Source: an optimization exercise on an open RTL-to-GDS flow (aim: a short achievable clock period). Production flows keep margins and buffers that such runs may drop. In this exercise RTL edits were held to simulation tests only and were not proved equivalent to the original. No activity file was given, so power comes from the tool's default toggle rates.

$ cat config.mk
export PLATFORM = sky130hd
export DESIGN_NAME = uartprobe
export DESIGN_NICKNAME = uartprobe
export VERILOG_FILES = /design/flow/design.v
export SDC_FILE = /design/flow/constraint.sdc
export NUM_CORES = 4
export LEC_CHECK = 0
export ABC_CLOCK_PERIOD_IN_PS = 1500
export CAP_MARGIN = 20
export CORE_MARGIN = 2
export CORE_UTILIZATION = 40
export SETUP_SLACK_MARGIN = 2.6
export SLEW_MARGIN = 20
export SYNTH_HIERARCHICAL = 1
$ cat constraint.sdc
create_clock -name core_clock -period 4.5 [get_ports {clk}]
set_input_delay 0.9000 -clock core_clock [delete_from_list [all_inputs] [get_ports {clk}]]
set_output_delay 0.9000 -clock core_clock [all_outputs]
set_load 0.01 [all_outputs]
$ cat design.v
module uartprobe #(
    parameter [31:0] GPO_ON_RESET      = 32'hDEAD_BEEF,
    parameter [31:0] AXI_ADDR_ON_RESET = 32'b0
)(
input             clk,
input             m_aresetn,
input             rx_valid,
input      [ 7:0] rx_data,
output            rx_ready,
output            tx_valid,
output     [ 7:0] tx_data,
input             tx_ready,
output reg [31:0] gpo,
input      [31:0] gpi,
output     [31:0] m_axi_araddr,
input             m_axi_arready,
output     [ 2:0] m_axi_arsize,
output            m_axi_arvalid,
output     [31:0] m_axi_awaddr,
input             m_axi_awready,
output     [ 2:0] m_axi_awsize,
output            m_axi_awvalid,
output            m_axi_bready,
input      [ 1:0] m_axi_bresp,
input             m_axi_bvalid,
input      [31:0] m_axi_rdata,
output            m_axi_rready,
input      [ 1:0] m_axi_rresp,
input             m_axi_rvalid,
output reg [31:0] m_axi_wdata,
input             m_axi_wready,
output     [ 3:0] m_axi_wstrb,
output            m_axi_wvalid
);
reg         st_idle;
reg  [3:0]  st_gpo_rd;       
reg  [3:0]  st_gpo_wr;       
reg  [3:0]  st_adr_rd;       
reg  [3:0]  st_adr_wr;       
reg  [3:0]  st_dat_rd;       
reg  [3:0]  st_dat_wr;       
reg         st_rst_rd;       
reg         st_rct_wr;       
reg         st_wst_rd;       
reg         st_wct_wr;       
reg         st_rd;           
reg         st_wr;           
reg         tx_valid_q;      
reg  [31:0] st_gpi_rd;       
reg         rx_ready_r;      
reg         idle_rr;         
reg         wr_rr;           
reg  [ 7:0] tx_oth;          
reg         axi_rd_go;
reg         axi_wr_go;
reg         axi_wa_go;
reg  [31:0] axi_addr;        
reg  [31:0] addr_i;          
reg  [31:2] p4_q;            
reg  [3:0]  a_one;           
reg  [31:2] a_p1;            
reg  [31:0] axi_data;
reg         axi_ctrl_ae;
reg         axi_ctrl_rv;
reg         axi_ctrl_wv;
reg  [ 1:0] axi_ctrl_rr;
reg  [ 1:0] axi_ctrl_wr;
uartprobe_and2 u_rx_ready (.a(rx_ready_r), .b(rx_valid), .y(rx_ready));
assign tx_valid      = tx_valid_q;
genvar gb;
generate
    for (gb = 0; gb < 8; gb = gb + 1) begin : g_tx
        wire n0, n1, n2, n3;
        uartprobe_nand2 u_n0 (.a(st_gpi_rd[     gb]), .b(gpi[     gb]), .y(n0));
        uartprobe_nand2 u_n1 (.a(st_gpi_rd[ 8 + gb]), .b(gpi[ 8 + gb]), .y(n1));
        uartprobe_nand2 u_n2 (.a(st_gpi_rd[16 + gb]), .b(gpi[16 + gb]), .y(n2));
        uartprobe_a21oi u_n3 (.a1(st_gpi_rd[24 + gb]), .a2(gpi[24 + gb]),
                              .b1(tx_oth[gb]), .y(n3));
        uartprobe_nand4 u_o  (.a(n0), .b(n1), .c(n2), .d(n3), .y(tx_data[gb]));
    end
endgenerate
assign m_axi_arsize  = 3'b0;
assign m_axi_arvalid = axi_rd_go;
assign m_axi_awsize  = 3'b0;
assign m_axi_awvalid = axi_wa_go;
assign m_axi_bready  = m_axi_bvalid;
assign m_axi_rready  = m_axi_rvalid;
assign m_axi_wstrb   = 4'b1111;
assign m_axi_wvalid  = axi_wr_go;
assign m_axi_araddr  = axi_addr;
assign m_axi_awaddr  = axi_addr;
wire [5:0]  rc      = rx_data[5:0];
wire        enter;                            
wire        wr_acc;                           
uartprobe_and2 u_enter  (.a(idle_rr), .b(rx_valid), .y(enter));
uartprobe_and2 u_wr_acc (.a(wr_rr),   .b(rx_valid), .y(wr_acc));
wire        hold_rd = ~tx_ready;              
wire        hold_wr = ~wr_acc;                
wire        hold    = (st_rd & hold_rd) | (st_wr & hold_wr);
wire        n_idle  = st_idle ? ~(idle_rr & rx_valid & (rc != 6'h01)) : ~hold;
wire [3:0]  d_gpi_rd, d_gpo_rd, d_gpo_wr, d_adr_rd, d_adr_wr, d_dat_rd, d_dat_wr;
wire        d_rst_rd, d_rct_wr, d_wst_rd, d_wct_wr, d_rd, d_wr;
uartprobe_dec u_dec (
    .rc(rc),
    .gpi_rd(d_gpi_rd), .gpo_rd(d_gpo_rd), .gpo_wr(d_gpo_wr), .adr_rd(d_adr_rd),
    .adr_wr(d_adr_wr), .dat_rd(d_dat_rd), .dat_wr(d_dat_wr),
    .rst_rd(d_rst_rd), .rct_wr(d_rct_wr), .wst_rd(d_wst_rd), .wct_wr(d_wct_wr),
    .rd(d_rd), .wr(d_wr)
);
integer i;
wire [3:0]  n_gpo_rd = enter ? d_gpo_rd : st_gpo_rd & {4{hold_rd}};
wire [3:0]  n_gpo_wr = enter ? d_gpo_wr : st_gpo_wr & {4{hold_wr}};
wire [3:0]  n_adr_rd = enter ? d_adr_rd : st_adr_rd & {4{hold_rd}};
wire [3:0]  n_adr_wr = enter ? d_adr_wr : st_adr_wr & {4{hold_wr}};
wire [3:0]  n_dat_rd = enter ? d_dat_rd : st_dat_rd & {4{hold_rd}};
wire [3:0]  n_dat_wr = enter ? d_dat_wr : st_dat_wr & {4{hold_wr}};
wire        n_rst_rd = enter ? d_rst_rd : st_rst_rd & hold_rd;
wire        n_rct_wr = enter ? d_rct_wr : st_rct_wr & hold_wr;
wire        n_wst_rd = enter ? d_wst_rd : st_wst_rd & hold_rd;
wire        n_wct_wr = enter ? d_wct_wr : st_wct_wr & hold_wr;
wire        n_rd     = enter ? d_rd     : st_rd & hold_rd;
wire        n_wr     = enter ? d_wr     : st_wr & hold_wr;
always @(posedge clk, negedge m_aresetn) begin : p_fsm
    if (!m_aresetn) begin
        st_idle    <= 1'b0;
        st_gpo_rd  <= 4'b0;
        st_gpo_wr  <= 4'b0;
        st_adr_rd  <= 4'b0;
        st_adr_wr  <= 4'b0;
        st_dat_rd  <= 4'b0;
        st_dat_wr  <= 4'b0;
        st_rst_rd  <= 1'b0;
        st_rct_wr  <= 1'b0;
        st_wst_rd  <= 1'b0;
        st_wct_wr  <= 1'b0;
        st_rd      <= 1'b0;
        st_wr      <= 1'b0;
        tx_valid_q <= 1'b0;
        st_gpi_rd  <= 32'b0;
        idle_rr    <= 1'b0;
        wr_rr      <= 1'b0;
    end else begin
        st_idle    <= n_idle;
        st_gpo_rd  <= n_gpo_rd;
        st_gpo_wr  <= n_gpo_wr;
        st_adr_rd  <= n_adr_rd;
        st_adr_wr  <= n_adr_wr;
        st_dat_rd  <= n_dat_rd;
        st_dat_wr  <= n_dat_wr;
        st_rst_rd  <= n_rst_rd;
        st_rct_wr  <= n_rct_wr;
        st_wst_rd  <= n_wst_rd;
        st_wct_wr  <= n_wct_wr;
        st_rd      <= n_rd;
        st_wr      <= n_wr;
        tx_valid_q <= enter ? d_rd : tx_valid_q & hold_rd;
        for (i = 0; i < 32; i = i + 1)
            st_gpi_rd[i] <= enter ? d_gpi_rd[i / 8] : st_gpi_rd[i] & hold_rd;
        idle_rr    <= n_idle & rx_valid;
        wr_rr      <= n_wr & rx_valid;
    end
end
always @(posedge clk) rx_ready_r <= rx_valid;
wire        ctl_wr  = st_rct_wr | st_wct_wr;
wire        go_set  = st_wct_wr & rx_valid & rx_data[0];
wire        rv_d    = m_axi_rvalid | (axi_ctrl_rv & ~(st_rst_rd & tx_ready));
wire        wv_d    = m_axi_bvalid | (axi_ctrl_wv & ~(st_wst_rd & tx_ready));
wire [ 1:0] rr_d    = m_axi_rvalid ? m_axi_rresp : axi_ctrl_rr;
wire [ 1:0] wr_d    = m_axi_bvalid ? m_axi_bresp : axi_ctrl_wr;
wire [31:0] data_d  = m_axi_rvalid ? m_axi_rdata : axi_data;
wire        inc     = (m_axi_rvalid | m_axi_bvalid) & axi_ctrl_ae;
wire [31:0] addr_p4 = {p4_q, addr_i[1:0]};
wire [31:2] p4_p4;           
uartprobe_inc30 u_inc (.a(p4_q), .y(p4_p4));
reg  [31:0] addr_wr;         
always @(*) begin
    addr_wr = addr_i;
    if (wr_acc) begin
        if (st_adr_wr[0]) addr_wr[ 7: 0] = rx_data;
        if (st_adr_wr[1]) addr_wr[15: 8] = rx_data;
        if (st_adr_wr[2]) addr_wr[23:16] = rx_data;
        if (st_adr_wr[3]) addr_wr[31:24] = rx_data;
    end
end
wire [31:0] addr_d;          
wire [31:0] addr_di;         
wire [31:0] addr_ri;         
generate
    for (gb = 0; gb < 32; gb = gb + 1) begin : g_addr
        uartprobe_mux2 u_d  (.s(inc), .a(addr_wr[gb]), .b(addr_p4[gb]), .y(addr_d[gb]));
        uartprobe_mux2 u_di (.s(inc), .a(addr_wr[gb]), .b(addr_p4[gb]), .y(addr_di[gb]));
        uartprobe_mux2 u_ri (.s(inc), .a(addr_i[gb]),  .b(addr_p4[gb]), .y(addr_ri[gb]));
    end
endgenerate
wire [7:0]  rx_p1;
wire [7:0]  rx_p10;          
uartprobe_inc8 u_rx_p1  (.a(rx_data), .y(rx_p1));
uartprobe_inc8 u_rx_p10 (.a({2'b00, rx_data[7:2]}), .y(rx_p10));
wire        rx_one  = &rx_data;
wire        rx_one0 = &rx_data[7:2];
wire [3:0]  cyin    = {a_one[0] & a_one[1] & a_one[2], a_one[0] & a_one[1], a_one[0], 1'b1};
function [3:0] a_one_of;
    input [31:0] a;
    a_one_of = {&a[31:24], &a[23:16], &a[15:8], &a[7:2]};
endfunction
function [31:2] a_p1_of;
    input [31:0] a;
    a_p1_of = {a[31:24] + 8'd1, a[23:16] + 8'd1, a[15:8] + 8'd1, a[7:2] + 6'd1};
endfunction
wire [3:0]  below   = {|st_adr_wr[2:0], |st_adr_wr[1:0], st_adr_wr[0], 1'b0};
wire [3:0]  e0      = {st_adr_wr[0] & a_one[1] & a_one[2], st_adr_wr[0] & a_one[1],
                       st_adr_wr[0], 1'b0};
wire [3:0]  e1      = {(st_adr_wr[1] & cyin[1] & a_one[2]) | (st_adr_wr[2] & cyin[2]),
                       st_adr_wr[1] & cyin[1], 2'b00};
wire [3:0]  cy_hi   = (e0 & {4{rx_one0}}) | (e1 & {4{rx_one}});
reg  [31:0] p4w;
integer k;
always @(*) begin
    p4w[1:0] = 2'b00;
    p4w[7:2] = st_adr_wr[0] ? rx_p10[5:0] : p4_q[7:2];
    for (k = 1; k < 4; k = k + 1)
        p4w[8 * k +: 8] = st_adr_wr[k] ? (cyin[k] ? rx_p1 : rx_data) :
                          below[k]     ? (cy_hi[k] ? a_p1[8 * k +: 8] : addr_i[8 * k +: 8]) :
                                         p4_q[8 * k +: 8];
end
wire [31:2] p4_w, p4_d;
generate
    for (gb = 2; gb < 32; gb = gb + 1) begin : g_p4
        uartprobe_mux2 u_w (.s(wr_acc), .a(p4_q[gb]), .b(p4w[gb]),  .y(p4_w[gb]));
        uartprobe_mux2 u_d (.s(inc),    .a(p4_w[gb]), .b(p4_p4[gb]), .y(p4_d[gb]));
    end
endgenerate
always @(posedge clk, negedge m_aresetn) begin : p_axi_go
    if (!m_aresetn) begin
        axi_rd_go <= 1'b0;
        axi_wa_go <= 1'b0;
        axi_wr_go <= 1'b0;
    end else begin
        if (m_axi_arready)
            axi_rd_go <= 1'b0;
        else if (st_rct_wr && rx_valid && rx_data[0])
            axi_rd_go <= 1'b1;
        if (m_axi_awready)
            axi_wa_go <= 1'b0;
        else if (go_set)
            axi_wa_go <= 1'b1;
        if (m_axi_wready)
            axi_wr_go <= 1'b0;
        else if (go_set)
            axi_wr_go <= 1'b1;
    end
end
always @(posedge clk, negedge m_aresetn) begin : p_axi_ctrl
    if (!m_aresetn) begin
        axi_ctrl_ae <= 1'b1;
        axi_ctrl_rv <= 1'b1;
        axi_ctrl_wv <= 1'b1;
    end else begin
        if (ctl_wr && rx_valid)
            axi_ctrl_ae <= rx_data[1];
        axi_ctrl_rv <= rv_d;
        axi_ctrl_wv <= wv_d;
    end
end
always @(posedge clk) begin : p_axi_resp
    axi_ctrl_rr <= rr_d;
    axi_ctrl_wr <= wr_d;
    axi_data    <= data_d;
end
always @(posedge clk) begin : p_axi_wdata
    if (st_dat_wr[0] && rx_valid) m_axi_wdata[ 7: 0] <= rx_data;
    if (st_dat_wr[1] && rx_valid) m_axi_wdata[15: 8] <= rx_data;
    if (st_dat_wr[2] && rx_valid) m_axi_wdata[23:16] <= rx_data;
    if (st_dat_wr[3] && rx_valid) m_axi_wdata[31:24] <= rx_data;
end
always @(posedge clk, negedge m_aresetn) begin : p_axi_addr
    if (!m_aresetn) begin
        axi_addr <= AXI_ADDR_ON_RESET;
        addr_i   <= AXI_ADDR_ON_RESET;
        p4_q     <= AXI_ADDR_ON_RESET[31:2] + 30'd1;
        a_one    <= a_one_of(AXI_ADDR_ON_RESET);
        a_p1     <= a_p1_of(AXI_ADDR_ON_RESET);
    end else begin
        axi_addr <= addr_d;
        addr_i   <= addr_di;
        p4_q     <= p4_d;
        a_one    <= a_one_of(addr_di);
        a_p1     <= a_p1_of(addr_di);
    end
end
always @(posedge clk, negedge m_aresetn) begin : p_gpo
    if (!m_aresetn) begin
        gpo <= GPO_ON_RESET;
    end else begin
        if (st_gpo_wr[0] && rx_valid) gpo[ 7: 0] <= rx_data;
        if (st_gpo_wr[1] && rx_valid) gpo[15: 8] <= rx_data;
        if (st_gpo_wr[2] && rx_valid) gpo[23:16] <= rx_data;
        if (st_gpo_wr[3] && rx_valid) gpo[31:24] <= rx_data;
    end
end
wire [ 7:0] rst_d   = {rr_d[0], 2'b00, rv_d, 2'b00, axi_ctrl_ae, 1'b0};
wire [ 7:0] wst_d   = {wr_d[0], 2'b00, wv_d, 2'b00, axi_ctrl_ae, 1'b0};
wire [ 7:0] n_tx_oth;
generate
    for (gb = 0; gb < 8; gb = gb + 1) begin : g_tx_oth
        wire e0, e1, e2, e3, e4, e5, e6, ey0, ey1;    
        wire s0, s1, s2, s3, s4, s5, s6, sy0, sy1;    
        wire ne0, ne1, ns;
        uartprobe_a22oi u_e0 (.a1(d_gpo_rd[0]), .a2(gpo[gb]),          .b1(d_gpo_rd[1]), .b2(gpo[8 + gb]),      .y(e0));
        uartprobe_a22oi u_e1 (.a1(d_gpo_rd[2]), .a2(gpo[16 + gb]),     .b1(d_gpo_rd[3]), .b2(gpo[24 + gb]),     .y(e1));
        uartprobe_a22oi u_e2 (.a1(d_adr_rd[0]), .a2(addr_ri[gb]),      .b1(d_adr_rd[1]), .b2(addr_ri[8 + gb]),  .y(e2));
        uartprobe_a22oi u_e3 (.a1(d_adr_rd[2]), .a2(addr_ri[16 + gb]), .b1(d_adr_rd[3]), .b2(addr_ri[24 + gb]), .y(e3));
        uartprobe_a22oi u_e4 (.a1(d_dat_rd[0]), .a2(data_d[gb]),       .b1(d_dat_rd[1]), .b2(data_d[8 + gb]),   .y(e4));
        uartprobe_a22oi u_e5 (.a1(d_dat_rd[2]), .a2(data_d[16 + gb]),  .b1(d_dat_rd[3]), .b2(data_d[24 + gb]),  .y(e5));
        uartprobe_a22oi u_s0 (.a1(st_gpo_rd[0]), .a2(gpo[gb]),          .b1(st_gpo_rd[1]), .b2(gpo[8 + gb]),      .y(s0));
        uartprobe_a22oi u_s1 (.a1(st_gpo_rd[2]), .a2(gpo[16 + gb]),     .b1(st_gpo_rd[3]), .b2(gpo[24 + gb]),     .y(s1));
        uartprobe_a22oi u_s2 (.a1(st_adr_rd[0]), .a2(addr_ri[gb]),      .b1(st_adr_rd[1]), .b2(addr_ri[8 + gb]),  .y(s2));
        uartprobe_a22oi u_s3 (.a1(st_adr_rd[2]), .a2(addr_ri[16 + gb]), .b1(st_adr_rd[3]), .b2(addr_ri[24 + gb]), .y(s3));
        uartprobe_a22oi u_s4 (.a1(st_dat_rd[0]), .a2(data_d[gb]),       .b1(st_dat_rd[1]), .b2(data_d[8 + gb]),   .y(s4));
        uartprobe_a22oi u_s5 (.a1(st_dat_rd[2]), .a2(data_d[16 + gb]),  .b1(st_dat_rd[3]), .b2(data_d[24 + gb]),  .y(s5));
        if (gb == 1 || gb == 4 || gb == 7) begin : g_st
            uartprobe_a22oi u_e6 (.a1(d_rst_rd),  .a2(rst_d[gb]), .b1(d_wst_rd),  .b2(wst_d[gb]), .y(e6));
            uartprobe_a22oi u_s6 (.a1(st_rst_rd), .a2(rst_d[gb]), .b1(st_wst_rd), .b2(wst_d[gb]), .y(s6));
            uartprobe_nand3 u_ey1 (.a(e4), .b(e5), .c(e6), .y(ey1));
            uartprobe_nand3 u_sy1 (.a(s4), .b(s5), .c(s6), .y(sy1));
        end else begin : g_nst
            uartprobe_nand2 u_ey1 (.a(e4), .b(e5), .y(ey1));
            uartprobe_nand2 u_sy1 (.a(s4), .b(s5), .y(sy1));
        end
        uartprobe_nand4 u_ey0 (.a(e0), .b(e1), .c(e2), .d(e3), .y(ey0));
        uartprobe_nand4 u_sy0 (.a(s0), .b(s1), .c(s2), .d(s3), .y(sy0));
        uartprobe_nand2 u_ne0 (.a(enter), .b(ey0), .y(ne0));
        uartprobe_nand2 u_ne1 (.a(enter), .b(ey1), .y(ne1));
        uartprobe_o21ai u_ns  (.a1(sy0), .a2(sy1), .b1(hold_rd), .y(ns));
        uartprobe_nand3 u_n   (.a(ne0), .b(ne1), .c(ns), .y(n_tx_oth[gb]));
    end
endgenerate
always @(posedge clk, negedge m_aresetn) begin : p_tx_oth
    if (!m_aresetn)
        tx_oth <= 8'b0;
    else
        tx_oth <= n_tx_oth;
end
endmodule
module uartprobe_nand2 (input a, input b, output y);
    assign y = ~(a & b);
endmodule
module uartprobe_and2 (input a, input b, output y);
    assign y = a & b;
endmodule
module uartprobe_a21oi (input a1, input a2, input b1, output y);
    assign y = ~((a1 & a2) | b1);
endmodule
module uartprobe_nand4 (input a, input b, input c, input d, output y);
    assign y = ~(a & b & c & d);
endmodule
module uartprobe_inc30 (input [29:0] a, output [29:0] y);
    wire p1_1;
    wire p1_2;
    wire p1_3;
    wire p1_4;
    wire p1_5;
    wire p1_6;
    wire p1_7;
    wire p1_8;
    wire p1_9;
    wire p1_10;
    wire p1_11;
    wire p1_12;
    wire p1_13;
    wire p1_14;
    wire p1_15;
    wire p1_16;
    wire p1_17;
    wire p1_18;
    wire p1_19;
    wire p1_20;
    wire p1_21;
    wire p1_22;
    wire p1_23;
    wire p1_24;
    wire p1_25;
    wire p1_26;
    wire p1_27;
    wire p1_28;
    wire i_a_0;
    wire p2_2;
    wire p2_3;
    wire p2_4;
    wire p2_5;
    wire p2_6;
    wire p2_7;
    wire p2_8;
    wire p2_9;
    wire p2_10;
    wire p2_11;
    wire p2_12;
    wire p2_13;
    wire p2_14;
    wire p2_15;
    wire p2_16;
    wire p2_17;
    wire p2_18;
    wire p2_19;
    wire p2_20;
    wire p2_21;
    wire p2_22;
    wire p2_23;
    wire p2_24;
    wire p2_25;
    wire p2_26;
    wire p2_27;
    wire p2_28;
    wire p3_4;
    wire i_p1_1;
    wire p3_5;
    wire p3_6;
    wire p3_7;
    wire p3_8;
    wire p3_9;
    wire p3_10;
    wire p3_11;
    wire p3_12;
    wire p3_13;
    wire p3_14;
    wire p3_15;
    wire p3_16;
    wire p3_17;
    wire p3_18;
    wire p3_19;
    wire p3_20;
    wire p3_21;
    wire p3_22;
    wire p3_23;
    wire p3_24;
    wire p3_25;
    wire p3_26;
    wire p3_27;
    wire p3_28;
    wire p4_8;
    wire p4_9;
    wire i_p2_2;
    wire p4_10;
    wire i_p2_3;
    wire p4_11;
    wire p4_12;
    wire p4_13;
    wire p4_14;
    wire p4_15;
    wire p4_16;
    wire p4_17;
    wire p4_18;
    wire p4_19;
    wire p4_20;
    wire p4_21;
    wire p4_22;
    wire p4_23;
    wire p4_24;
    wire p4_25;
    wire p4_26;
    wire p4_27;
    wire p4_28;
    wire p5_16;
    wire p5_17;
    wire p5_18;
    wire p5_19;
    wire i_p3_4;
    wire p5_20;
    wire i_p3_5;
    wire p5_21;
    wire i_p3_6;
    wire p5_22;
    wire i_p3_7;
    wire p5_23;
    wire p5_24;
    wire p5_25;
    wire p5_26;
    wire p5_27;
    wire p5_28;
    uartprobe_nand2 u1 (.a(a[1]), .b(a[0]), .y(p1_1));
    uartprobe_nand2 u2 (.a(a[2]), .b(a[1]), .y(p1_2));
    uartprobe_nand2 u3 (.a(a[3]), .b(a[2]), .y(p1_3));
    uartprobe_nand2 u4 (.a(a[4]), .b(a[3]), .y(p1_4));
    uartprobe_nand2 u5 (.a(a[5]), .b(a[4]), .y(p1_5));
    uartprobe_nand2 u6 (.a(a[6]), .b(a[5]), .y(p1_6));
    uartprobe_nand2 u7 (.a(a[7]), .b(a[6]), .y(p1_7));
    uartprobe_nand2 u8 (.a(a[8]), .b(a[7]), .y(p1_8));
    uartprobe_nand2 u9 (.a(a[9]), .b(a[8]), .y(p1_9));
    uartprobe_nand2 u10 (.a(a[10]), .b(a[9]), .y(p1_10));
    uartprobe_nand2 u11 (.a(a[11]), .b(a[10]), .y(p1_11));
    uartprobe_nand2 u12 (.a(a[12]), .b(a[11]), .y(p1_12));
    uartprobe_nand2 u13 (.a(a[13]), .b(a[12]), .y(p1_13));
    uartprobe_nand2 u14 (.a(a[14]), .b(a[13]), .y(p1_14));
    uartprobe_nand2 u15 (.a(a[15]), .b(a[14]), .y(p1_15));
    uartprobe_nand2 u16 (.a(a[16]), .b(a[15]), .y(p1_16));
    uartprobe_nand2 u17 (.a(a[17]), .b(a[16]), .y(p1_17));
    uartprobe_nand2 u18 (.a(a[18]), .b(a[17]), .y(p1_18));
    uartprobe_nand2 u19 (.a(a[19]), .b(a[18]), .y(p1_19));
    uartprobe_nand2 u20 (.a(a[20]), .b(a[19]), .y(p1_20));
    uartprobe_nand2 u21 (.a(a[21]), .b(a[20]), .y(p1_21));
    uartprobe_nand2 u22 (.a(a[22]), .b(a[21]), .y(p1_22));
    uartprobe_nand2 u23 (.a(a[23]), .b(a[22]), .y(p1_23));
    uartprobe_nand2 u24 (.a(a[24]), .b(a[23]), .y(p1_24));
    uartprobe_nand2 u25 (.a(a[25]), .b(a[24]), .y(p1_25));
    uartprobe_nand2 u26 (.a(a[26]), .b(a[25]), .y(p1_26));
    uartprobe_nand2 u27 (.a(a[27]), .b(a[26]), .y(p1_27));
    uartprobe_nand2 u28 (.a(a[28]), .b(a[27]), .y(p1_28));
    uartprobe_inv u29 (.a(a[0]), .y(i_a_0));
    uartprobe_nor2 u30 (.a(p1_2), .b(i_a_0), .y(p2_2));
    uartprobe_nor2 u31 (.a(p1_3), .b(p1_1), .y(p2_3));
    uartprobe_nor2 u32 (.a(p1_4), .b(p1_2), .y(p2_4));
    uartprobe_nor2 u33 (.a(p1_5), .b(p1_3), .y(p2_5));
    uartprobe_nor2 u34 (.a(p1_6), .b(p1_4), .y(p2_6));
    uartprobe_nor2 u35 (.a(p1_7), .b(p1_5), .y(p2_7));
    uartprobe_nor2 u36 (.a(p1_8), .b(p1_6), .y(p2_8));
    uartprobe_nor2 u37 (.a(p1_9), .b(p1_7), .y(p2_9));
    uartprobe_nor2 u38 (.a(p1_10), .b(p1_8), .y(p2_10));
    uartprobe_nor2 u39 (.a(p1_11), .b(p1_9), .y(p2_11));
    uartprobe_nor2 u40 (.a(p1_12), .b(p1_10), .y(p2_12));
    uartprobe_nor2 u41 (.a(p1_13), .b(p1_11), .y(p2_13));
    uartprobe_nor2 u42 (.a(p1_14), .b(p1_12), .y(p2_14));
    uartprobe_nor2 u43 (.a(p1_15), .b(p1_13), .y(p2_15));
    uartprobe_nor2 u44 (.a(p1_16), .b(p1_14), .y(p2_16));
    uartprobe_nor2 u45 (.a(p1_17), .b(p1_15), .y(p2_17));
    uartprobe_nor2 u46 (.a(p1_18), .b(p1_16), .y(p2_18));
    uartprobe_nor2 u47 (.a(p1_19), .b(p1_17), .y(p2_19));
    uartprobe_nor2 u48 (.a(p1_20), .b(p1_18), .y(p2_20));
    uartprobe_nor2 u49 (.a(p1_21), .b(p1_19), .y(p2_21));
    uartprobe_nor2 u50 (.a(p1_22), .b(p1_20), .y(p2_22));
    uartprobe_nor2 u51 (.a(p1_23), .b(p1_21), .y(p2_23));
    uartprobe_nor2 u52 (.a(p1_24), .b(p1_22), .y(p2_24));
    uartprobe_nor2 u53 (.a(p1_25), .b(p1_23), .y(p2_25));
    uartprobe_nor2 u54 (.a(p1_26), .b(p1_24), .y(p2_26));
    uartprobe_nor2 u55 (.a(p1_27), .b(p1_25), .y(p2_27));
    uartprobe_nor2 u56 (.a(p1_28), .b(p1_26), .y(p2_28));
    uartprobe_nand2 u57 (.a(p2_4), .b(a[0]), .y(p3_4));
    uartprobe_inv u58 (.a(p1_1), .y(i_p1_1));
    uartprobe_nand2 u59 (.a(p2_5), .b(i_p1_1), .y(p3_5));
    uartprobe_nand2 u60 (.a(p2_6), .b(p2_2), .y(p3_6));
    uartprobe_nand2 u61 (.a(p2_7), .b(p2_3), .y(p3_7));
    uartprobe_nand2 u62 (.a(p2_8), .b(p2_4), .y(p3_8));
    uartprobe_nand2 u63 (.a(p2_9), .b(p2_5), .y(p3_9));
    uartprobe_nand2 u64 (.a(p2_10), .b(p2_6), .y(p3_10));
    uartprobe_nand2 u65 (.a(p2_11), .b(p2_7), .y(p3_11));
    uartprobe_nand2 u66 (.a(p2_12), .b(p2_8), .y(p3_12));
    uartprobe_nand2 u67 (.a(p2_13), .b(p2_9), .y(p3_13));
    uartprobe_nand2 u68 (.a(p2_14), .b(p2_10), .y(p3_14));
    uartprobe_nand2 u69 (.a(p2_15), .b(p2_11), .y(p3_15));
    uartprobe_nand2 u70 (.a(p2_16), .b(p2_12), .y(p3_16));
    uartprobe_nand2 u71 (.a(p2_17), .b(p2_13), .y(p3_17));
    uartprobe_nand2 u72 (.a(p2_18), .b(p2_14), .y(p3_18));
    uartprobe_nand2 u73 (.a(p2_19), .b(p2_15), .y(p3_19));
    uartprobe_nand2 u74 (.a(p2_20), .b(p2_16), .y(p3_20));
    uartprobe_nand2 u75 (.a(p2_21), .b(p2_17), .y(p3_21));
    uartprobe_nand2 u76 (.a(p2_22), .b(p2_18), .y(p3_22));
    uartprobe_nand2 u77 (.a(p2_23), .b(p2_19), .y(p3_23));
    uartprobe_nand2 u78 (.a(p2_24), .b(p2_20), .y(p3_24));
    uartprobe_nand2 u79 (.a(p2_25), .b(p2_21), .y(p3_25));
    uartprobe_nand2 u80 (.a(p2_26), .b(p2_22), .y(p3_26));
    uartprobe_nand2 u81 (.a(p2_27), .b(p2_23), .y(p3_27));
    uartprobe_nand2 u82 (.a(p2_28), .b(p2_24), .y(p3_28));
    uartprobe_nor2 u83 (.a(p3_8), .b(i_a_0), .y(p4_8));
    uartprobe_nor2 u84 (.a(p3_9), .b(p1_1), .y(p4_9));
    uartprobe_inv u85 (.a(p2_2), .y(i_p2_2));
    uartprobe_nor2 u86 (.a(p3_10), .b(i_p2_2), .y(p4_10));
    uartprobe_inv u87 (.a(p2_3), .y(i_p2_3));
    uartprobe_nor2 u88 (.a(p3_11), .b(i_p2_3), .y(p4_11));
    uartprobe_nor2 u89 (.a(p3_12), .b(p3_4), .y(p4_12));
    uartprobe_nor2 u90 (.a(p3_13), .b(p3_5), .y(p4_13));
    uartprobe_nor2 u91 (.a(p3_14), .b(p3_6), .y(p4_14));
    uartprobe_nor2 u92 (.a(p3_15), .b(p3_7), .y(p4_15));
    uartprobe_nor2 u93 (.a(p3_16), .b(p3_8), .y(p4_16));
    uartprobe_nor2 u94 (.a(p3_17), .b(p3_9), .y(p4_17));
    uartprobe_nor2 u95 (.a(p3_18), .b(p3_10), .y(p4_18));
    uartprobe_nor2 u96 (.a(p3_19), .b(p3_11), .y(p4_19));
    uartprobe_nor2 u97 (.a(p3_20), .b(p3_12), .y(p4_20));
    uartprobe_nor2 u98 (.a(p3_21), .b(p3_13), .y(p4_21));
    uartprobe_nor2 u99 (.a(p3_22), .b(p3_14), .y(p4_22));
    uartprobe_nor2 u100 (.a(p3_23), .b(p3_15), .y(p4_23));
    uartprobe_nor2 u101 (.a(p3_24), .b(p3_16), .y(p4_24));
    uartprobe_nor2 u102 (.a(p3_25), .b(p3_17), .y(p4_25));
    uartprobe_nor2 u103 (.a(p3_26), .b(p3_18), .y(p4_26));
    uartprobe_nor2 u104 (.a(p3_27), .b(p3_19), .y(p4_27));
    uartprobe_nor2 u105 (.a(p3_28), .b(p3_20), .y(p4_28));
    uartprobe_nand2 u106 (.a(p4_16), .b(a[0]), .y(p5_16));
    uartprobe_nand2 u107 (.a(p4_17), .b(i_p1_1), .y(p5_17));
    uartprobe_nand2 u108 (.a(p4_18), .b(p2_2), .y(p5_18));
    uartprobe_nand2 u109 (.a(p4_19), .b(p2_3), .y(p5_19));
    uartprobe_inv u110 (.a(p3_4), .y(i_p3_4));
    uartprobe_nand2 u111 (.a(p4_20), .b(i_p3_4), .y(p5_20));
    uartprobe_inv u112 (.a(p3_5), .y(i_p3_5));
    uartprobe_nand2 u113 (.a(p4_21), .b(i_p3_5), .y(p5_21));
    uartprobe_inv u114 (.a(p3_6), .y(i_p3_6));
    uartprobe_nand2 u115 (.a(p4_22), .b(i_p3_6), .y(p5_22));
    uartprobe_inv u116 (.a(p3_7), .y(i_p3_7));
    uartprobe_nand2 u117 (.a(p4_23), .b(i_p3_7), .y(p5_23));
    uartprobe_nand2 u118 (.a(p4_24), .b(p4_8), .y(p5_24));
    uartprobe_nand2 u119 (.a(p4_25), .b(p4_9), .y(p5_25));
    uartprobe_nand2 u120 (.a(p4_26), .b(p4_10), .y(p5_26));
    uartprobe_nand2 u121 (.a(p4_27), .b(p4_11), .y(p5_27));
    uartprobe_nand2 u122 (.a(p4_28), .b(p4_12), .y(p5_28));
    uartprobe_inv u123 (.a(a[0]), .y(y[0]));
    uartprobe_xor2 u124 (.a(a[1]), .b(a[0]), .y(y[1]));
    uartprobe_xnor2 u125 (.a(a[2]), .b(p1_1), .y(y[2]));
    uartprobe_xor2 u126 (.a(a[3]), .b(p2_2), .y(y[3]));
    uartprobe_xor2 u127 (.a(a[4]), .b(p2_3), .y(y[4]));
    uartprobe_xnor2 u128 (.a(a[5]), .b(p3_4), .y(y[5]));
    uartprobe_xnor2 u129 (.a(a[6]), .b(p3_5), .y(y[6]));
    uartprobe_xnor2 u130 (.a(a[7]), .b(p3_6), .y(y[7]));
    uartprobe_xnor2 u131 (.a(a[8]), .b(p3_7), .y(y[8]));
    uartprobe_xor2 u132 (.a(a[9]), .b(p4_8), .y(y[9]));
    uartprobe_xor2 u133 (.a(a[10]), .b(p4_9), .y(y[10]));
    uartprobe_xor2 u134 (.a(a[11]), .b(p4_10), .y(y[11]));
    uartprobe_xor2 u135 (.a(a[12]), .b(p4_11), .y(y[12]));
    uartprobe_xor2 u136 (.a(a[13]), .b(p4_12), .y(y[13]));
    uartprobe_xor2 u137 (.a(a[14]), .b(p4_13), .y(y[14]));
    uartprobe_xor2 u138 (.a(a[15]), .b(p4_14), .y(y[15]));
    uartprobe_xor2 u139 (.a(a[16]), .b(p4_15), .y(y[16]));
    uartprobe_xnor2 u140 (.a(a[17]), .b(p5_16), .y(y[17]));
    uartprobe_xnor2 u141 (.a(a[18]), .b(p5_17), .y(y[18]));
    uartprobe_xnor2 u142 (.a(a[19]), .b(p5_18), .y(y[19]));
    uartprobe_xnor2 u143 (.a(a[20]), .b(p5_19), .y(y[20]));
    uartprobe_xnor2 u144 (.a(a[21]), .b(p5_20), .y(y[21]));
    uartprobe_xnor2 u145 (.a(a[22]), .b(p5_21), .y(y[22]));
    uartprobe_xnor2 u146 (.a(a[23]), .b(p5_22), .y(y[23]));
    uartprobe_xnor2 u147 (.a(a[24]), .b(p5_23), .y(y[24]));
    uartprobe_xnor2 u148 (.a(a[25]), .b(p5_24), .y(y[25]));
    uartprobe_xnor2 u149 (.a(a[26]), .b(p5_25), .y(y[26]));
    uartprobe_xnor2 u150 (.a(a[27]), .b(p5_26), .y(y[27]));
    uartprobe_xnor2 u151 (.a(a[28]), .b(p5_27), .y(y[28]));
    uartprobe_xnor2 u152 (.a(a[29]), .b(p5_28), .y(y[29]));
endmodule
module uartprobe_dec (
    input  [5:0] rc,
    output reg [3:0] gpi_rd, gpo_rd, gpo_wr, adr_rd, adr_wr, dat_rd, dat_wr,
    output rst_rd, rct_wr, wst_rd, wct_wr, rd, wr
);
    integer i;
    always @(*) begin
        for (i = 0; i < 4; i = i + 1) begin
            gpi_rd[i] = (rc == 6'h02 + i);
            gpo_rd[i] = (rc == 6'h06 + i);
            gpo_wr[i] = (rc == 6'h0A + i);
            adr_rd[i] = (rc == 6'h0E + i);
            adr_wr[i] = (rc == 6'h12 + i);
            dat_rd[i] = (rc == 6'h16 + i);
            dat_wr[i] = (rc == 6'h1A + i);
        end
    end
    assign rst_rd = (rc == 6'h1E);
    assign rct_wr = (rc == 6'h1F);
    assign wst_rd = (rc == 6'h20);
    assign wct_wr = (rc == 6'h21);
    assign rd     = (|gpi_rd) | (|gpo_rd) | (|adr_rd) | (|dat_rd) | rst_rd | wst_rd;
    assign wr     = (|gpo_wr) | (|adr_wr) | (|dat_wr) | rct_wr | wct_wr;
endmodule
module uartprobe_inc8 (input [7:0] a, output [7:0] y);
    assign y = a + 8'd1;
endmodule
module uartprobe_mux2 (input s, input a, input b, output y);
    assign y = s ? b : a;
endmodule
module uartprobe_nor2 (input a, input b, output y);
    assign y = ~(a | b);
endmodule
module uartprobe_inv (input a, output y);
    assign y = ~a;
endmodule
module uartprobe_xor2 (input a, input b, output y);
    assign y = a ^ b;
endmodule
module uartprobe_xnor2 (input a, input b, output y);
    assign y = ~(a ^ b);
endmodule
module uartprobe_nand3 (input a, input b, input c, output y);
    assign y = ~(a & b & c);
endmodule
module uartprobe_a22oi (input a1, input a2, input b1, input b2, output y);
    assign y = ~((a1 & a2) | (b1 & b2));
endmodule
module uartprobe_o21ai (input a1, input a2, input b1, output y);
    assign y = ~((a1 | a2) & b1);
endmodule
$ cat run.sh
#!/bin/bash
# synth_recipe.tcl (not shown) runs the flow's synth.tcl, then flattens the netlist and writes it again
# the make line also repeats each setting of config.mk as NAME=value (left out here)
make -C /OpenROAD-flow-scripts/flow DESIGN_CONFIG=/design/flow/config.mk WORK_HOME=/design/flow/orfs CLKGATE_MAP_FILE= SYNTH_SCRIPT=/design/flow/synth_recipe.tcl finish
==> reports/qor.csv, run 1 <==
metric,value,unit
die_area,0.0435,mm2
portBuffers,225,
hold_path.class,in2async,
layout_common_cells,"210 x nand2_1, 190 x dfrtp_1, 164 x mux2_4",
routed_via_density,5.59,
tightest_slew,862,ps
max_cap_viol_count,0,
max_stage_delay,160,ps
avgSynthCellArea,11.1,um2
grt_use_met1,32.3,%
ant_nets,0,
fin_crit_sh,50.8,%
die_height,209,um
setup_viol,0,
vias,13977,
reg2reg_depth,7,
synth_warnings,8,
initial_core_util,40.8,%
core_area,0.0411,mm2
critPathArrivalTime,1390,ps
grtUsageMet3,5.03,%
fin_skew,14.2,ps
cts_root_buf,clkbuf_16,
grt_use_total,26.1,%
worst-setup-path-type,in2out,
path_clk_slew,50,ps
cp_max_fo,1,
power_density,420,mW/mm2
endpoint_kind,output port,
drt-pass1-iter-count,5,
ir_drop,0.265,mV
rows,74,
num_io_pins,238,
final_common_cell,nand2_1,
wl_per_cell,23.4,um
totalPowerFinal,9990,uW
remaining_drc_errors,0,
rrSetupSlack,2250,ps
dp_hpwl,36.4,mm
slew_violations,0,
use_met2,44.4,%
grt_overflow,0,
final_hold_viol_count,0,
die_x,209,um
cts_buffers,36,
slowest_stage,buf_2,
num_antenna_cells,0,
setup_tns,0,ps
fillCellCount,3424,
syn_to_final_growth,42.0,%
status,"complete, no violations",
utilization,57.9,%
clkLatencyLatePin,550,ps
postRouteWirelength,58.6,mm
grt_pass1_vias,14103,
finish.net_count,2031,
whs,366,ps
netlist_instances,1512,
start_kind,input port,
syn_area,0.0168,mm2
pre_cts_slack,730,ps
relSlewSlack,42.6,%
dr.first_iter.drc_count,1014,
period_needed,2290,ps
cts-htree-levels,2,
grt_pass1_wl,86.9,mm
layout_setup_ws,2210,ps
fmax,0.437,GHz
rsz0062_at_grt,true,
grt_max_degree,104,
drive_gt1_share,50.5,%
path_cells,buf_6 -> a21oi_2 -> nand4_1 -> buf_2,
antenna_found_initial,0,
clk_path_buf_depth,3,
p_leak,0.0106,uW
required,3600,ps
gp_congestion,0.934,
gr-max-usage-layer,met2,
cts_tree,yes,
clock-sinks,300,
-- flip-flops by register name, summed over array words and instances, names as in the netlist, 3 cells and up --
signal,cells
addr_i,32
axi_addr,32
axi_data,32
gpo,32
m_axi_wdata,32
st_gpi_rd,32
p4_q,30
a_p1,24
tx_oth,8
st_adr_rd,4
st_adr_wr,4
st_dat_rd,4
st_dat_wr,4
st_gpo_rd,4
st_gpo_wr,4
a_one,3
-- report_power, final --
part	switching [uW]	leakage [uW]	total [uW]	internal, uW
sequential	459	0.00367	3640	3180
clock	1190	0.000585	2970	1780
combinational	1500	0.00632	3380	1880
-- path summary, 6_finish.rpt --
| check | startpoint | to |
|---|---|---|
| setup / recovery | gpi[28] | tx_data[4] |
| hold / removal | m_aresetn | axi_wa_go |
| setup reg to reg | p4_q[7] | p4_q[27] |
| hold reg to reg | st_gpi_rd[2] | st_gpi_rd[2] |
| max in group asynchronous | m_aresetn | a_p1[16] |
| min in group core_clock | st_gpi_rd[2] | st_gpi_rd[2] |
-- critical path: cells and delay by family --
family / cells / cell delay, ps
buffers and inverters: 2 / 260
AO/OA/AOI/OAI: 1 / 140
AND/OR/NAND/NOR: 1 / 90
-- area by class of cell --
type                       instances  area [um2]  share of cell area, %
clock buffer                      53        1070                   4.50
clock inverter                    13         140                  0.589
inverter                          24         113                  0.473
multi-input combinational       1104        9650                   40.6
sequential                       300        7560                   31.8
tap                              532         666                   2.80
timing repair buffer             475        4590                   19.3
-- routing by layer --
layer / part of all wire (%) / vias up
met2: 49 / 500
met1: 41 / 7021
met5: 0 / -
li1: - / 6306
met4: 4.4 / 0
met3: 5.8 / 150
-- through the flow --
step                cell area (um2)  cells
floorplan                     17100   1520
CTS                           23100   2452
global placement              19600   2213
detailed placement            19600   2213
finish                        23800   2501
global route                  23800   2501
-- timing repair --
action                     in CTS  in global routing
hold buffers                    0                  0
gates cloned                   15                  2
pin swaps                     110                 64
setup buffers                 158                 47
resized for setup            1023                 79
setup endpoints to repair     389                229
==> run 2: changes to the inputs <==
--- a/design.v
+++ b/design.v
@@ -57,6 +57,7 @@
 reg  [31:0] axi_addr;        
 reg  [31:0] addr_i;          
 reg  [31:2] p4_q;            
+reg  [31:2] p4_c;            
 reg  [3:0]  a_one;           
 reg  [31:2] a_p1;            
 reg  [31:0] axi_data;
@@ -171,7 +172,7 @@
 wire        inc     = (m_axi_rvalid | m_axi_bvalid) & axi_ctrl_ae;
 wire [31:0] addr_p4 = {p4_q, addr_i[1:0]};
 wire [31:2] p4_p4;           
-uartprobe_inc30 u_inc (.a(p4_q), .y(p4_p4));
+uartprobe_inc30 u_inc (.a(p4_c), .y(p4_p4));
 reg  [31:0] addr_wr;         
 always @(*) begin
     addr_wr = addr_i;
@@ -223,11 +224,12 @@
                           below[k]     ? (cy_hi[k] ? a_p1[8 * k +: 8] : addr_i[8 * k +: 8]) :
                                          p4_q[8 * k +: 8];
 end
-wire [31:2] p4_w, p4_d;
+wire [31:2] p4_w, p4_d, p4_dc;
 generate
     for (gb = 2; gb < 32; gb = gb + 1) begin : g_p4
-        uartprobe_mux2 u_w (.s(wr_acc), .a(p4_q[gb]), .b(p4w[gb]),  .y(p4_w[gb]));
-        uartprobe_mux2 u_d (.s(inc),    .a(p4_w[gb]), .b(p4_p4[gb]), .y(p4_d[gb]));
+        uartprobe_mux2 u_w  (.s(wr_acc), .a(p4_q[gb]), .b(p4w[gb]),   .y(p4_w[gb]));
+        uartprobe_mux2 u_d  (.s(inc),    .a(p4_w[gb]), .b(p4_p4[gb]), .y(p4_d[gb]));
+        uartprobe_mux2 u_dc (.s(inc),    .a(p4_w[gb]), .b(p4_p4[gb]), .y(p4_dc[gb]));
     end
 endgenerate
 always @(posedge clk, negedge m_aresetn) begin : p_axi_go
@@ -278,12 +280,14 @@
         axi_addr <= AXI_ADDR_ON_RESET;
         addr_i   <= AXI_ADDR_ON_RESET;
         p4_q     <= AXI_ADDR_ON_RESET[31:2] + 30'd1;
+        p4_c     <= AXI_ADDR_ON_RESET[31:2] + 30'd1;
         a_one    <= a_one_of(AXI_ADDR_ON_RESET);
         a_p1     <= a_p1_of(AXI_ADDR_ON_RESET);
     end else begin
         axi_addr <= addr_d;
         addr_i   <= addr_di;
         p4_q     <= p4_d;
+        p4_c     <= p4_dc;
         a_one    <= a_one_of(addr_di);
         a_p1     <= a_p1_of(addr_di);
     end
--- a/config.mk
+++ b/config.mk
@@ -8,7 +8,7 @@
 export ABC_CLOCK_PERIOD_IN_PS = 1500
 export CAP_MARGIN = 20
 export CORE_MARGIN = 2
-export CORE_UTILIZATION = 40
+export CORE_UTILIZATION = 35
 export SETUP_SLACK_MARGIN = 2.6
 export SLEW_MARGIN = 20
 export SYNTH_HIERARCHICAL = 1
==> run 2 against run 1 <==
  * Fmax rose by 0.45%
  * Non-clock buffer count up 16
  * Register-to-register slack better by 70 ps
  * Hold slack got worse by 79 ps
  * Die area is 22% higher
  * First-iteration DRC count fell by 2.4%
  * Setup slack improved by 10 ps
  * Count of clock-buffer cells in the layout increased by 2
  * Power up 12%
  * Sequential power grew 9.9%
  * Final cell count increased by 9.4%
==> reports/qor.csv, run 2 <==
metric,value,unit
routed_via_density,5.40,
period_needed,2280,ps
final_hold_viol_count,0,
fin_skew,17.6,ps
synth_warnings,8,
totalPowerFinal,11200,uW
ant_nets,0,
core_area,0.0510,mm2
dr.first_iter.drc_count,990,
power_density,432,mW/mm2
slowest_stage,buf_2,
rows,83,
die_area,0.0531,mm2
finish.net_count,2114,
critPathArrivalTime,1380,ps
syn_to_final_growth,44.9,%
combPwrFrac,33.7,%
wl_per_cell,23.3,um
path_cells,buf_6 -> a21oi_2 -> nand4_1 -> buf_2,
cts_buffers,39,
start_kind,input port,
p_leak,0.0116,uW
remaining_drc_errors,0,
grt_overflow,0,
hold_path.class,in2async,
required,3600,ps
register_area,0.00830,mm2
drive_gt1_share,53.1,%
max_stage_delay,150,ps
final_common_cell,dfrtp_1,
cts_root_buf,clkbuf_16,
netlist_instances,1572,
reg2reg_depth,7,
clkLatencyLatePin,570,ps
grt_pass1_vias,14438,
clkPwrFrac,30.7,%
pwr-share-seq,35.6,%
die_height,231,um
cts-htree-levels,2,
die_x,231,um
holdBufCountCts,0,
cp_max_fo,1,
worst-setup-path-type,in2out,
grt_max_degree,109,
max_cap_viol_count,0,
num_io_pins,238,
rsz0062_at_grt,true,
syn_area,0.0180,mm2
slew_violations,0,
critPathTopFamily,buffers and inverters,
relSlewSlack,54.9,%
tightest_slew,676,ps
postRouteWirelength,63.7,mm
ir_drop,0.263,mV
rrSetupSlack,2320,ps
fillCellCount,4321,
avgSynthCellArea,11.4,um2
clock-sinks,330,
grt_use_total,22.4,%
antenna_found_initial,0,
path_clk_slew,60,ps
netSwitchingFraction,31.4,%
initial_core_util,35.2,%
setup_tns,0,ps
setup_viol,0,
fmax,0.439,GHz
multi_input_area,0.0104,mm2
dp.cells,2419,
dp_hpwl,39.4,mm
gp_congestion,0.885,
grt_pass1_wl,90.7,mm
finalNonFillerCells,2735,
endpoint_kind,output port,
clk_path_buf_depth,3,
fin_crit_sh,50.6,%
p_sw,3530,uW
layout_common_cells,"217 x dfrtp_1, 202 x nand2_1, 190 x mux2_4",
portBuffers,225,
status,"complete, no violations",
drt-pass1-iter-count,5,
r2r_start,a_one[0],
critical_path_buf_inv_count,2,
r2r-end,p4_c[20],
finalInstanceArea,0.0260,mm2
vias,14775,
internal_power,7700,uW
utilization,51.0,%
placed_cell_area,0.0210,mm2
num_antenna_cells,0,
cts_tree,yes,
## run 2: through the flow
step / worst slack (ps) / hold slack (ps)
2_1_floorplan: 545 / 429
3_3_place_gp: 609 / 450
3_5_place_dp: 627 / 466
4_1_cts: 2210 / 308
5_1_grt: 2180 / 322
6_report: 2220 / 287
## run 2: worst max path at each step
| stage | start | to | slack [ps] | depth (start not counted) |
|---|---|---|---|---|
| after global placement | rx_data[0] | p4_c[19] | 610 | 7 |
| final | gpi[26] | tx_data[2] | 2220 | 4 |
| after CTS | gpi[26] | tx_data[2] | 2210 | 4 |
| after detailed placement | rx_data[0] | p4_q[18] | 630 | 7 |
| after global routing | rx_data[2] | p4_c[31] | 2180 | 11 |
| after floorplan | m_axi_rvalid | a_p1[22] | 550 | 7 |
## run 2: power by group through the flow
stage	clock [uW]	sequential, uW	combinational [uW]
2_1_floorplan	0	3970	1990
3_3_place_gp	0	4060	2890
3_5_place_dp	0	4070	2920
4_1_cts	3500	3990	3360
5_1_grt	3640	4070	3970
6_report	3450	4000	3780
## run 2: cell type report
cell class	count	area share, %
flip-flops and latches	330	31.9
inverters	24	0.462
repair buffers	491	19.2
clock inverters	17	1.10
well taps	680	3.27
multi-input cells	1138	39.9
clock buffers	55	4.22
## run 2: per-layer routing
layer  vias to the layer above  global-route usage, %  part of all wire [%]
met5                         -                      0                     0
met4                         0                   8.49                   4.4
met3                       171                   3.90                   6.2
met2                       565                   37.3                    49
met1                      7474                   29.0                    41
li1                       6565                      -                     -
## run 2: what timing repair did
item,in CTS,in global routing
cloned,17,14
resized for setup,1036,150
pin swaps,118,113
hold endpoints to repair,0,0
endpoints found under the setup margin,430,257
buffers inserted,136,77
==> run 3: changes to the inputs <==
--- a/config.mk
+++ b/config.mk
@@ -8,7 +8,7 @@
 export ABC_CLOCK_PERIOD_IN_PS = 1500
 export CAP_MARGIN = 20
 export CORE_MARGIN = 2
-export CORE_UTILIZATION = 35
+export CORE_UTILIZATION = 40
 export SETUP_SLACK_MARGIN = 2.6
 export SLEW_MARGIN = 20
 export SYNTH_HIERARCHICAL = 1
==> run 3 against run 2 <==
  * Still clean on timing, DRC and antenna
  * First-iteration DRC count is 7.6% higher
  * Flip-flop and latch count did not move
  * Global-route usage up 3.0 points
  * Area after synthesis stayed put
  * Clock skew shrank 1.2 ps
  * Hold slack improved by 68 ps
  * Via count shrank 2.3%
  * Register-to-register slack lost 80 ps
  * Cell area shrank 1.9%
  * Routed wire length decreased by 4.0%
  * Setup slack worse by 6.1 ps
  * Power down 3.3%
  * Critical path type unchanged
  * Critical endpoint is now tx_data[6]
==> reports/qor.csv, run 3 <==
metric,value,unit
multi_input_area,0.0102,mm2
power_density,425,mW/mm2
die_area,0.0466,mm2
slew_violations,0,
finalNonFillerCells,2649,
critPathTopFamily,buffers and inverters,
worst-setup-path-type,in2out,
period_needed,2280,ps
tightest_slew,823,ps
rsz0062_at_grt,true,
max_cap_viol_count,0,
clk_path_buf_depth,3,
final_hold_viol_count,0,
synth_warnings,8,
route.met3.wl,3.57,mm
fmax,0.438,GHz
core_area,0.0442,mm2
clock-sinks,330,
rows,77,
critical_path_buf_inv_count,2,
fillCellCount,3543,
cts_buffers,38,
finalInstanceArea,0.0255,mm2
syn_area,0.0180,mm2
setup_viol,0,
dr.first_iter.drc_count,1065,
fin_skew,16.4,ps
setup_tns,0,ps
drt-pass1-iter-count,5,
die_x,216,um
required,3600,ps
max_stage_delay,150,ps
wl_met2,30.0,mm
postRouteWirelength,61.2,mm
netlist_instances,1572,
path_cells,buf_8 -> a21oi_4 -> nand4_1 -> buf_2,
remaining_drc_errors,0,
final_common_cell,dfrtp_1,
p_leak,0.0113,uW
met1_length,25.5,mm
cp_max_fo,1,
hold_path.class,in2async,
portBuffers,225,
grt_pass1_vias,14519,
syn_to_final_growth,42.2,%
wl_per_cell,23.1,um
dp.cells,2330,
endpoint_kind,output port,
routed_via_density,5.45,
cts_tree,yes,
initial_core_util,40.6,%
grt_use_total,25.3,%
status,"complete, no violations",
relSlewSlack,45.2,%
cts-htree-levels,2,
clkLatencyLatePin,560,ps
grt_overflow,0,
grt_pass1_wl,90.2,mm
avgSynthCellArea,11.4,um2
path_clk_slew,50,ps
pre_cts_slack,616,ps
drive_gt1_share,52.1,%
ant_nets,0,
layout_setup_ws,2220,ps
num_io_pins,238,
critPathArrivalTime,1380,ps
antenna_found_initial,2,
placed_cell_area,0.0209,mm2
die_height,216,um
register_area,0.00830,mm2
finish.net_count,2118,
layout_common_cells,"219 x dfrtp_1, 207 x nand2_1, 193 x mux2_4",
utilization,57.7,%
fin_crit_sh,50.7,%
gp_congestion,0.920,
top_layer,met5,
grt_max_degree,101,
dp_hpwl,38.7,mm
slowest_stage,buf_2,
cts_root_buf,clkbuf_16,
start_kind,input port,
vias,14433,
ir_drop,0.278,mV
## run 3: changes by cell type in the layout (fill, tap and decap cells not counted), sizes merged, moves of 2 or more
cell | before | now
clkbuf | 72 | 65
and2 | 25 | 21
bufinv | 7 | 1
clkdlybuf4s15 | 15 | 10
clkinvlp | 9 | 7
buf | 417 | 443
nor2 | 105 | 102
## run 3: timing repair
item | 4_1_cts | 5_1_grt
setup buffers | 176 | 61
gates resized for setup | 1070 | 106
hold buffers | 0 | 0
pin swaps | 129 | 90
cloned | 13 | 0
endpoints found under the setup margin | 392 | 309
## run 3: worst paths after layout
path                            endpoint  slack [ps]     startpoint  cells past startpoint
setup reg to reg               tx_oth[3]        2240    axi_ctrl_ae                     10
hold / removal                 axi_wa_go         360      m_aresetn                      1
max in group asynchronous       a_p1[24]        3110      m_aresetn                      2
setup / recovery              tx_data[6]        2220        gpi[30]                      4
min in group core_clock    st_gpi_rd[17]         470  st_gpi_rd[17]                      1
hold reg to reg            st_gpi_rd[17]         470  st_gpi_rd[17]                      1
## run 3: layer usage
metal | track usage (%) | vias to the layer above
met5 | 0 | -
met4 | 8.87 | 2
met3 | 4.88 | 139
met2 | 42.2 | 481
met1 | 32.9 | 7255
li1 | - | 6556
## run 3: report_power, final
part           internal (uW)  total, uW  switching (uW)
clock network           1780       3030            1260
registers               3540       4000             461
logic                   2120       3830            1710
## run 3: through the flow
step	hold WS, ps	power [uW]
after detailed placement	467	6990
after global placement	442	6950
after CTS	383	10600
after floorplan	429	5960
final	355	10900
after global routing	412	11300
## run 3: final cells by class
type	count	area share (%)
antenna	1	0.00980
clock inverter	11	0.353
tap	592	2.90
inverter	24	0.441
clock buffer	57	4.38
multi-input combinational	1131	40.1
timing repair buffer	503	19.3
sequential	330	32.5

[what the ideal ports hide]
How much do the figures lean on ideal ports? The routed layouts below were timed once more, with nothing changed but the port constraints.
Step 1 sets driving cells, clkbuf_16 on the clock port and buf_2 on the other inputs (assumed; they add their load-dependent delay and slew).
Step 2 moves the port delays by t, midway between the first and last clock arrival at a register: inputs arrive t later, outputs are due t later. That takes back most of the time a late clock gives input paths.
Three values: ideal ports, drivers, drivers and shift; two values: the first two.
| run | t, ns | slack for setup (ns) | cell pins on the clock port's net |
|---|---|---|---|
| run 1 | 0.598 | 2.213 / 2.176 / 1.638 | 1 |
| run 2 | 0.619 | 2.223 / 2.185 / 1.593 | 1 |
| run 3 | 0.606 | 2.217 / 2.163 / 1.557 | 1 |
After both steps every run listed still meets setup and hold. The setup slack of run 3, which loses most, moves by -0.054 ns with the drivers and by -0.660 ns with both steps.
